Context: an optimization exercise on an open-source flow, tuned for small area. The choices shown serve that exercise and are no tape-out recipe.
At most, simulation tests tie the RTL to the original design; equivalence was not proved.
Power figures rest on the tool's default switching activity, not on a simulated workload.

==> v24 <==
Design play_core, start of the top module:
module play_core #(
    parameter time_per_step = 200,
    parameter time_per_food = 3,
    parameter total_food = 36,
    parameter food_a_color = 12'h48F,
    parameter food_b_color = 12'h00F,
    parameter GAME_OVER = 5'b11000,
    parameter PAINT_A = 5'b11010,
    parameter PAINT_B = 5'b11011,
    parameter IDLE = 5'b00000,
    parameter DEL_TAILA = 5'b00001,
    parameter DEL_TAILB = 5'b00010,
    parameter PNT_TAILA = 5'b00011,
    parameter CHANGE_DIRC = 5'b00100,
    parameter LOCK_A = 5'b00101,
    parameter LOCK_B = 5'b00110,
    parameter LOCK = 5'b00111,
    parameter PNT_TAILB = 5'b01000,
    parameter PNT_HEADA = 5'b01001,
    parameter PNT_HEADB = 5'b01010,
    parameter JUG_EATA = 5'b01011,
    parameter JUG_EATB = 5'b01100,
    parameter CHANGE_DIRC_TAILA = 5'b01101,
    parameter CHANGE_DIRC_TAILB = 5'b01110,
    parameter EXT_TAILA = 5'b01111,
    parameter GET_INFO_TAILA = 5'b10000,
    parameter CHANGE_TO_TAILB = 5'b10001,
    parameter GET_INFO_TAILB = 5'b10010,
    parameter EXT_TAILB = 5'b10011,
    parameter SET_FOOD = 5'b10100,
    parameter GET_INFO_FOOD = 5'b10101,
    parameter JUG_FOOD_LOCTION = 5'b10110,
    parameter GROW_TAILB = 5'b10111
)(
    input clk,
    input rst,
    input play, pause,
    input [11:0] head_a_color, head_b_color,
    input [11:0] body_a_color, body_b_color,
    input BTNL_a, BTNR_a, BTNU_a, BTND_a,
    input BTNL_b, BTNR_b, BTNU_b, BTND_b,
    input [15:0] rdata,
    output reg [1:0] who_win,
    output reg over,
    output [31:0] len_a, len_b,
    output [2:0] food_time_out,
    output reg [5:0] food_count,
    output wire [12:0] waddr,
    output reg [15:0] wdata,
    output reg we
);
clock: 12.0 ns
lec_check: 0
abc_area: 1
cap_margin: 20
core_margin: 2
core_utilization: 60
cts_buf_list: sky130_fd_sc_hd__clkbuf_8
cts_cluster_diameter: 80
cts_cluster_size: 12
place_density: 0.75
slew_margin: 20
standard.sh (not shown) runs the stock make flow with config.mk's settings and CLKGATE_MAP_FILE= SYNTH_SCRIPT=/design/flow/synth_recipe.tcl, a recipe that flattens the netlist after the stock synthesis.
==> flow/flow/run.sh <==
#!/bin/bash
# The standard layout (standard.sh) with these changes to how it is made:
#  - synthesis is synth_recipe.tcl with flow/synth_extra.tcl added: ABC maps
#    the logic with flow/abc.script, and full/half-adder cells are used
#    only for the board address adder; the registers and their names are
#    the same as the standard synthesis's
#  - no Kogge-Stone carry unit (the SYNTH_OPERATIONS_ARGS default)
#  - the port buffers that global placement adds are buf_1 cells
#  - one tie cell drives the constant outputs (len_a / len_b bits 31:11)
#    instead of one tie cell per output pin (SKIP_REPAIR_TIE_FANOUT)
# Each tool's full output is in standard.log and in orfs/logs/.
set -euo pipefail
{
    head -n 1 synth_recipe.tcl
    cat flow/synth_extra.tcl
    tail -n +2 synth_recipe.tcl
} > my_synth.tcl
export SNAKE_ABC_SCRIPT="$PWD/flow/abc.script"
bash standard.sh \
    SYNTH_OPERATIONS_ARGS=-noshare \
    "BUFFER_PORTS_ARGS=-buffer_cell sky130_fd_sc_hd__buf_1" \
    SKIP_REPAIR_TIE_FANOUT=1 \
    SYNTH_SCRIPT="$PWD/my_synth.tcl" \
    finish > standard.log 2>&1
==> flow/flow/abc.script <==
strash
&get -n
&deepsyn -T 60 -S 1
&put
strash
&get -n
&dch -f
&nf -R 1000
&put
==> flow/flow/synth_extra.tcl <==
# Additions to synth_recipe.tcl, defined before it sources the flow's
# synth.tcl. They change only how the logic is mapped to cells; the
# registers and their names stay those of the standard synthesis.

# Technology mapping with flow/abc.script (ABC's &deepsyn logic
# optimization for up to 60 s, then area-oriented mapping with &nf)
# instead of the flow's abc_area / abc_speed script, which sizes and
# buffers cells for a delay target: the -script and -D arguments of the
# flow's abc call are replaced.
proc abc {args} {
  set out {}
  set skip 0
  foreach a $args {
    if { $skip } { set skip 0; continue }
    if { $a eq "-script" || $a eq "-D" } { set skip 1; continue }
    lappend out $a
  }
  yosys abc -script $::env(SNAKE_ABC_SCRIPT) {*}$out
}

# Full/half-adder cells only for the board address adder: the fan-in cone
# of waddr back to the registers. Elsewhere ABC maps the arithmetic.
proc extract_fa {args} {
  yosys extract_fa {*}$args {w:waddr} {%ci*:-[C,D,E,R]}
}
==> inputs of v30, as changes to v24 <==
--- a/flow/design.v
+++ b/flow/design.v
@@ -320,12 +320,12 @@
     rand_core rand_gen(
         clk, ~rst,
         time_count[1:0] == 2'b00,
         rand_num, rand_x, rand_y
     );
-    reg [6:0] head_a_x, tail_a_x, head_b_x, tail_b_x, write_x;
-    reg [6:0] head_a_y, tail_a_y, head_b_y, tail_b_y, write_y;
+    reg [6:0] hd0_x, hd1_x, tl0_x, tl1_x, write_x;
+    reg [6:0] hd0_y, hd1_y, tl0_y, tl1_y, write_y;
     reg [1:0] dirc_a, dirc_b;
     reg [1:0] tail_dirc_a, tail_dirc_b;
     wire kind_empty = ( rdata[1:0] == 2'b00 );
     wire grow_a = u_exta & ( eat_a != 0 ) & kind_empty;
     wire grow_b = u_extb & ( eat_b != 0 ) & kind_empty;
@@ -334,21 +334,18 @@
     wire place_food = u_setf & eaten & ( food_count != 0 );
     wire retry_food = u_jfl & ( rdata[1] | rdata[0] );
     wire ws_a_end = paint_a & ( write_y == 25 );
     wire ws_b_end = ~paint_a & ( write_y == 49 );
     wire ws_move = st_ws & ~ws_a_end & ~ws_b_end;
-    wire p_ta = u_dela | u_jea | u_cdta | u_gia;
-    wire p_tb = u_delb | u_jeb | u_cttb | u_grb;
-    wire p_ha = u_pnta | u_hda;
-    wire p_hb = u_pntb | u_hdb;
-    wire p_w  = ~( p_ta | p_tb | p_ha | p_hb );
-    wire [6:0] ptr_x = ( {7{p_ta}} & tail_a_x ) | ( {7{p_tb}} & tail_b_x ) |
-                       ( {7{p_ha}} & head_a_x ) | ( {7{p_hb}} & head_b_x ) |
-                       ( {7{p_w}} & write_x );
-    wire [6:0] ptr_y = ( {7{p_ta}} & tail_a_y ) | ( {7{p_tb}} & tail_b_y ) |
-                       ( {7{p_ha}} & head_a_y ) | ( {7{p_hb}} & head_b_y ) |
-                       ( {7{p_w}} & write_y );
+    wire rot_h = u_pnta | u_pntb | u_hda | u_hdb;
+    wire rot_t = u_dela | u_delb | u_jea | u_jeb | u_cdtb | u_gib;
+    wire p_h = rot_h;
+    wire p_t = rot_t | u_cdta | u_cttb;
+    wire p_r = place_food | retry_food;
+    wire p_w = ~( p_h | p_t | p_r );
+    wire [6:0] ptr_x = ( {7{p_h}} & hd0_x ) | ( {7{p_t}} & tl0_x ) | ( {7{p_r}} & rand_x ) | ( {7{p_w}} & write_x );
+    wire [6:0] ptr_y = ( {7{p_h}} & hd0_y ) | ( {7{p_t}} & tl0_y ) | ( {7{p_r}} & rand_y ) | ( {7{p_w}} & write_y );
     reg [1:0] dirc;
     always @(*) begin
         if ( st_ws )
             dirc = { 1'b1, ~paint_a };        
         else if ( u_jea )
@@ -364,17 +361,15 @@
         else if ( u_hdb )
             dirc = dirc_b;
         else
             dirc = { wdata[3], ~wdata[2] };
     end
-    wire move_w = ws_move | u_hda | u_hdb | u_jea | u_jeb | u_cdta | u_cttb |
-                  grow_a | grow_b;
-    wire move = move_w | u_gia | u_grb;
+    wire move = ws_move | u_hda | u_hdb | u_jea | u_jeb | u_cdta | u_cttb |
+                grow_a | grow_b;
     wire [6:0] uptr_x, uptr_y;
     dirc_updater updater( move, dirc, ptr_x, ptr_y, uptr_x, uptr_y );
-    wire w_upd = move_w | u_dela | u_delb | u_pnta | u_pntb;
-    wire w_rand = place_food | retry_food;
+    wire w_upd = move | u_dela | u_delb | u_pnta | u_pntb | p_r;
     always @( posedge clk ) begin
         if ( rst ) begin
             write_x <= 0; write_y <= 0;
         end
         else if ( start ) begin
@@ -384,38 +379,36 @@
             write_x <= 49; write_y <= 25;
         end
         else if ( w_upd ) begin
             write_x <= uptr_x; write_y <= uptr_y;
         end
-        else if ( w_rand ) begin
-            write_x <= rand_x; write_y <= rand_y;
-        end
     end
     always @( posedge clk ) begin
         if ( start ) begin
-            head_a_x <= 25; tail_a_x <= 25; head_b_x <= 49; tail_b_x <= 49;
-            head_a_y <= 49; tail_a_y <= 25; head_b_y <= 25; tail_b_y <= 49;
+            hd0_x <= 25; hd0_y <= 49;       
+            hd1_x <= 49; hd1_y <= 25;       
+            tl0_x <= 25; tl0_y <= 25;       
+            tl1_x <= 49; tl1_y <= 49;       
         end
         else begin
-            if ( u_jea | u_gia ) begin
-                tail_a_x <= uptr_x; tail_a_y <= uptr_y;
-            end
-            if ( u_jeb | u_grb ) begin
-                tail_b_x <= uptr_x; tail_b_y <= uptr_y;
+            if ( rot_h ) begin
+                hd0_x <= hd1_x; hd0_y <= hd1_y;
+                hd1_x <= uptr_x; hd1_y <= uptr_y;
             end
-            if ( u_hda ) begin
-                head_a_x <= uptr_x; head_a_y <= uptr_y;
+            if ( rot_t ) begin
+                tl0_x <= tl1_x; tl0_y <= tl1_y;
+                tl1_x <= uptr_x; tl1_y <= uptr_y;
             end
-            if ( u_hdb ) begin
-                head_b_x <= uptr_x; head_b_y <= uptr_y;
+            else if ( grow_a | grow_b ) begin
+                tl1_x <= write_x; tl1_y <= write_y;
             end
         end
         if ( u_pnta ) tail_dirc_a <= rdata[3:2];
         if ( u_pntb | u_cdtb ) tail_dirc_b <= rdata[3:2];
     end
     waddr_gen addr( write_x, write_y, waddr );
-    wire heads_meet = ( head_a_x == head_b_x ) && ( head_a_y == head_b_y );
+    wire heads_meet = ( hd0_x == hd1_x ) && ( hd0_y == hd1_y );
     wire turn_a = dirc_a[1] ? ( BTNL_a | BTNR_a ) : ( BTNU_a | BTND_a );
     wire [1:0] new_dirc_a = dirc_a[1] ? { 1'b0, ~BTNL_a } : { 1'b1, ~BTNU_a };
     wire turn_b = dirc_b[1] ? ( BTNL_b | BTNR_b ) : ( BTNU_b | BTND_b );
     wire [1:0] new_dirc_b = dirc_b[1] ? { 1'b0, ~BTNL_b } : { 1'b1, ~BTNU_b };
     always @( posedge clk ) begin
==> inputs of v13, as changes to v24 <==
--- a/flow/design.v
+++ b/flow/design.v
@@ -213,10 +213,32 @@
     wire u_gif    = ( update_state == GET_INFO_FOOD );
     wire u_jfl    = ( update_state == JUG_FOOD_LOCTION );
     wire u_cd     = ( update_state == CHANGE_DIRC );
     wire u_locka  = ( update_state == LOCK_A );
     wire u_lockb  = ( update_state == LOCK_B );
+    function [10:0] inc11(input [10:0] a);
+        integer i;
+        reg c;
+        begin
+            c = 1'b1;
+            for ( i = 0; i < 11; i = i + 1 ) begin
+                inc11[i] = a[i] ^ c;
+                c = c & a[i];
+            end
+        end
+    endfunction
+    function [6:0] dec7(input [6:0] a);
+        integer i;
+        reg b;
+        begin
+            b = 1'b1;
+            for ( i = 0; i < 7; i = i + 1 ) begin
+                dec7[i] = a[i] ^ b;
+                b = b & ~a[i];
+            end
+        end
+    endfunction
     function [10:0] inc11e(input [10:0] a, input en);
         integer i;
         reg c;
         begin
             c = en;
@@ -304,13 +326,10 @@
         else if ( st_up & expire )
             time_count[7:0] <= 1;
         else
             time_count[7:0] <= time_count[7:0] ^ tc_carry[7:0];
     end
-    reg [10:0] len_a_r, len_b_r;
-    assign len_a = { 21'd0, len_a_r };
-    assign len_b = { 21'd0, len_b_r };
     reg eaten;
     reg [4:0] eat_a, eat_b;
     reg [2:0] ft_hi;
     reg [3:0] ft_lo;
     wire [6:0] food_time = { ft_hi, ft_lo };
@@ -524,10 +543,13 @@
                       ( {2{wd_hold}} & wdata[3:2] );
         wdata[1:0] <= ( {2{wd_rd}} & rdata[1:0] ) |
                       { wd_b | wd_food, wd_a | wd_food } |
                       ( {2{wd_hold}} & wdata[1:0] );
     end
+    reg [10:0] len_a_r, len_b_r;
+    assign len_a = { 21'd0, len_a_r };
+    assign len_b = { 21'd0, len_b_r };
     always @( posedge clk ) begin
         if ( rst ) begin
             over <= 0;
             who_win <= 0;
             len_a_r <= 0; len_b_r <= 0;
==> flow/flow/run.sh (replaced) <==
#!/bin/bash
# The standard layout (standard.sh) with these changes to how it is made:
#  - synthesis is synth_recipe.tcl with flow/synth_extra.tcl added: ABC maps
#    the logic with flow/abc.script, and full/half-adder cells are used
#    only for the board address adder; the registers and their names are
#    the same as the standard synthesis's
#  - no Kogge-Stone carry unit (the SYNTH_OPERATIONS_ARGS default)
#  - the port buffers that global placement adds are buf_1 cells
# Each tool's full output is in standard.log and in orfs/logs/.
set -euo pipefail
{
    head -n 1 synth_recipe.tcl
    cat flow/synth_extra.tcl
    tail -n +2 synth_recipe.tcl
} > my_synth.tcl
export SNAKE_ABC_SCRIPT="$PWD/flow/abc.script"
bash standard.sh \
    SYNTH_OPERATIONS_ARGS=-noshare \
    "BUFFER_PORTS_ARGS=-buffer_cell sky130_fd_sc_hd__buf_1" \
    SYNTH_SCRIPT="$PWD/my_synth.tcl" \
    finish > standard.log 2>&1
==> summary.txt <==
- Of v13 and v30, v13 has the higher synthesized cell count (gap 2.2%, measured against v30).
- Area after synthesis, highest first: v13, v24, v30.
- v13 ran to the end with no violations. v30 finished clean. v24 passed the timing, DRC and antenna checks.
- The lowest die area belongs to v30, the highest to v13.
- Between v30 and v24, the lower cell count is in v30 (gap 1.9%, measured against v24).
- Sequential share of layout area: v13 < v24 < v30.
- Between v13 and v24, the lower via count is in v13 (gap about 0.8%, measured against v24).
- Between v24 and v30, the lower non-clock buffer count is in v24 (gap 5).
- Routed wire length, highest first: v24, v13, v30.
- The lowest register-to-register slack belongs to v13, the highest to v30.
- Hold slack, highest first: v30, v24, v13.
==> figures <==
quantity                                                               v30          v24         v13
Result of the run                         no timing/DRC/antenna violations  no timing/DRC/antenna violations  no timing/DRC/antenna violations
Post-placement cell area                                         11900 µm²    11900 µm²   12100 µm²
DRC marker count from the first detailed-route iteration              1252          935        1222
Fraction of area in multi-input gates                                49.1%        50.0%       50.3%
Seq power                                                        0.00116 W   0.000953 W  0.000977 W
Via count of the routed design                                       10500        10780       10693
Final antenna diode count                                                0            1           0
Combinational cell power                                         0.00173 W   0.000554 W   0.00112 W
Portion of the post-synthesis area used by sequential elements       41.7%        41.2%       41.2%
Placer Congestion                                                    0.958        0.971        1.01
Power, Total                                                     0.00332 W    0.00195 W   0.00254 W
Full die area                                                    19800 µm²    20000 µm²   20000 µm²
Maximum frequency from static timing analysis                      108 MHz      109 MHz     109 MHz
Antenna violations before repair                                         0            3           0
Net count reported at finish                                          1536         1565        1601
Internal power                                                   0.00178 W    0.00124 W   0.00143 W
Wire length on met3                                                2.79 mm      2.88 mm     2.28 mm
Maximum resistive drop on vdd                                   0.000127 V  0.0000843 V  0.000116 V
Vias in the first global route                                        9836         9791        9581
Signal inverters                                                        65           58          67
Number of multi-input logic gates                                      955          996        1023
No functional check of the RTL was part of v13.

port drivers added, routing unchanged:
The flow's constraints put no driver on any port. The routed layouts listed below were extracted and timed again, unchanged, in two steps. Step 1, drivers: a clkbuf_16 drives clk and a buf_2 each remaining input, both assumed. Step 2 moves the port delays by t, midway between the first and last clock arrival at a register: inputs arrive t later, outputs are due t later. That takes back most of the time a late clock gives input paths. a / b / c = ideal ports / drivers / drivers and shift; a / b = the first two.
run	t (ns)	setup slack, ns	clock arrival spread, ns	worst data-port slew with drivers (ns)	pins driven straight from the clock port
v24	0.593	2.794 / 2.752 / 3.345	0.021 / 0.021	0.07	1
v30	0.562	2.746 / 2.705 / 3.267	0.026 / 0.027	0.07	1
v13	0.587	2.825 / 2.782 / 3.369	0.030 / 0.029	0.05	1
After both steps every run listed still meets setup and hold.
